Background: an optimization exercise with open tools, aiming at small area, a short achievable clock period and few clock cycles. Do not read the settings as production practice. Only simulation tests tie the RTL to the original design; equivalence was not proved. Power is estimated from default activity; no workload was simulated.

== the baseline ==
==> flow/design.v (excerpt) <==
module MSDAP (
	input         Sclk,
	input         Start,
	input         Reset_n,
	input         Frame,
	input  [15:0] InputL,
	input  [15:0] InputR,
	output        InReady,
	output        OutReady,
	output        OutputL,
	output        OutputR
);
	reg  [15:0] inl, inr;
	reg         rdy;
	reg         fr;           
	reg         dph;          
	reg         st_q, sr_q;   
	reg  [7:0]  wcnt;         
	reg  [5:0]  t;
	reg  [6:0]  nsamp;
	reg         comp;         
	reg         cpa;          
	wire xfer = Frame && rdy;
	wire kill = !Start || (dph && !Reset_n);
	wire clr  = st_q || sr_q;
	wire w_r   = (wcnt < 8'd16);
	wire w_s   = (wcnt == 8'd144);
	reg  ins;                 
	reg  rdy_ins;             
	reg  first;
	reg  rdy_ins_q;
	wire insb  = fr && rdy_ins_q;     
	wire ins_s = ins && dph;
	wire tap_go    = fr && !w_r && !w_s;
	wire tap_start = fr && (wcnt == 8'd15);
	wire lap_end   = (t[4:0] == 5'd31);
	wire [5:0] t_n     = st_q ? 6'd0 : t + 6'd1;
	wire [7:0] wcnt_n  = st_q ? 8'd0 : (fr && !w_s) ? wcnt + 8'd1 : wcnt;
	wire [6:0] nsamp_n = clr ? 7'd0 : (ins_s && nsamp != 7'd64) ? nsamp + 7'd1 : nsamp;
	wire       pendL_n, pendR_n;
	wire       pload, yfull_n;
	wire [5:0] ocnt_n;
	wire       early_n = comp && !lap_end && !cpa && ({2'b0, t_n[4:0]} >= nsamp) &&
	                     (!yfull_n || ocnt_n <= 6'd1);
	wire       comp_n  = !clr && (lap_end ? ins_s : (comp && !early_n));
	wire       cpa_n   = !clr && ((lap_end && comp) || early_n);
  ...
==> flow/config.mk <==
export PLATFORM = sky130hd
export DESIGN_NAME = MSDAP
export DESIGN_NICKNAME = MSDAP
export VERILOG_FILES = /design/flow/design.v
export SDC_FILE = /design/flow/constraint.sdc
export NUM_CORES = 4
export LEC_CHECK = 0
export CAP_MARGIN = 20
export CORE_MARGIN = 2
export CORE_UTILIZATION = 40
export PLACE_DENSITY = 0.6
export SLEW_MARGIN = 20
==> flow/constraint.sdc <==
create_clock -name core_clock -period 12.0 [get_ports {Sclk}]
set_input_delay 2.4000 -clock core_clock [delete_from_list [all_inputs] [get_ports {Sclk}]]
set_output_delay 2.4000 -clock core_clock [all_outputs]
set_load 0.01 [all_outputs]
standard.sh (not shown) runs the stock make flow with config.mk's settings and CLKGATE_MAP_FILE= SYNTH_SCRIPT=/design/flow/synth_recipe.tcl, a recipe that flattens the netlist after the stock synthesis.
==> flow/flow/run.sh <==
#!/bin/bash
# Layout flow: the standard flow (standard.sh: unchanged synthesis and
# steps) with other knob values.  Timing repair aims well past the 12 ns
# clock (repair_timing works until the setup slack reaches
# SETUP_SLACK_MARGIN) and may resize cells to any footprint; the die is
# denser and the clock tree clusters more sinks per buffer.  The
# constraints (constraint.sdc) are not changed.
set -euo pipefail
cd "$(dirname "$0")/.."
bash standard.sh SETUP_SLACK_MARGIN=8.2 MATCH_CELL_FOOTPRINT=0 \
	CORE_UTILIZATION=55 PLACE_DENSITY=0.68 \
	CTS_CLUSTER_SIZE=25 CTS_CLUSTER_DIAMETER=60 \
	finish > flow_standard.log 2>&1
Testbench counts of the baseline, summed over its fixed seeds: cycles 25,881.
Input changes introduced in the candidate (baseline for comparison: the baseline):
diff --git a/flow/flow/run.sh b/flow/flow/run.sh
--- a/flow/flow/run.sh
+++ b/flow/flow/run.sh
@@ -11,3 +11,3 @@
 	CORE_UTILIZATION=55 PLACE_DENSITY=0.68 \
-	CTS_CLUSTER_SIZE=25 CTS_CLUSTER_DIAMETER=60 \
+	CTS_CLUSTER_SIZE=30 CTS_CLUSTER_DIAMETER=80 \
 	finish > flow_standard.log 2>&1
Results
In the final reports, the cell area of the candidate is smaller than that of the baseline. The candidate reports a lower final-layout clock buffer total than the baseline does. Cmp the candidate and the baseline / first-pass GRT wire length / higher: the baseline. [compare] base=the baseline new=the candidate: count of non-filler cells in the finished layout lost about 1.1%; portion of total power attributed to the clock network lost 5.5 points; layout filler cell count picked up an extra 362.

## separate check: timing with driven ports
The flow's constraints put no driver on any port. The routed layouts listed below were extracted and timed again, unchanged, in two steps. Step 1 (the two cells are an assumption about what drives the block):
set clk [get_ports {Sclk}]
set_driving_cell -lib_cell sky130_fd_sc_hd__clkbuf_16 $clk
set_driving_cell -lib_cell sky130_fd_sc_hd__buf_2 [delete_from_list [all_inputs] $clk]
Step 2 moves the port delays by t, midway between the first and last clock arrival at a register: inputs arrive t later, outputs are due t later. That takes back most of the time a late clock gives input paths. a / b / c = no drivers / after step 1 / after step 2; a / b = the first two.
| run | t (ns) | slack for setup (ns) | worst register clock-pin slew, ns | pins driven straight from the clock port |
|---|---|---|---|---|
| the baseline | 1.057 | 7.900 / 7.900 / 7.900 | 0.10 / 0.10 | 1 |
| the candidate | 1.059 | 7.894 / 7.894 / 7.894 | 0.12 / 0.12 | 1 |
After both steps setup and hold are still met in every run listed.
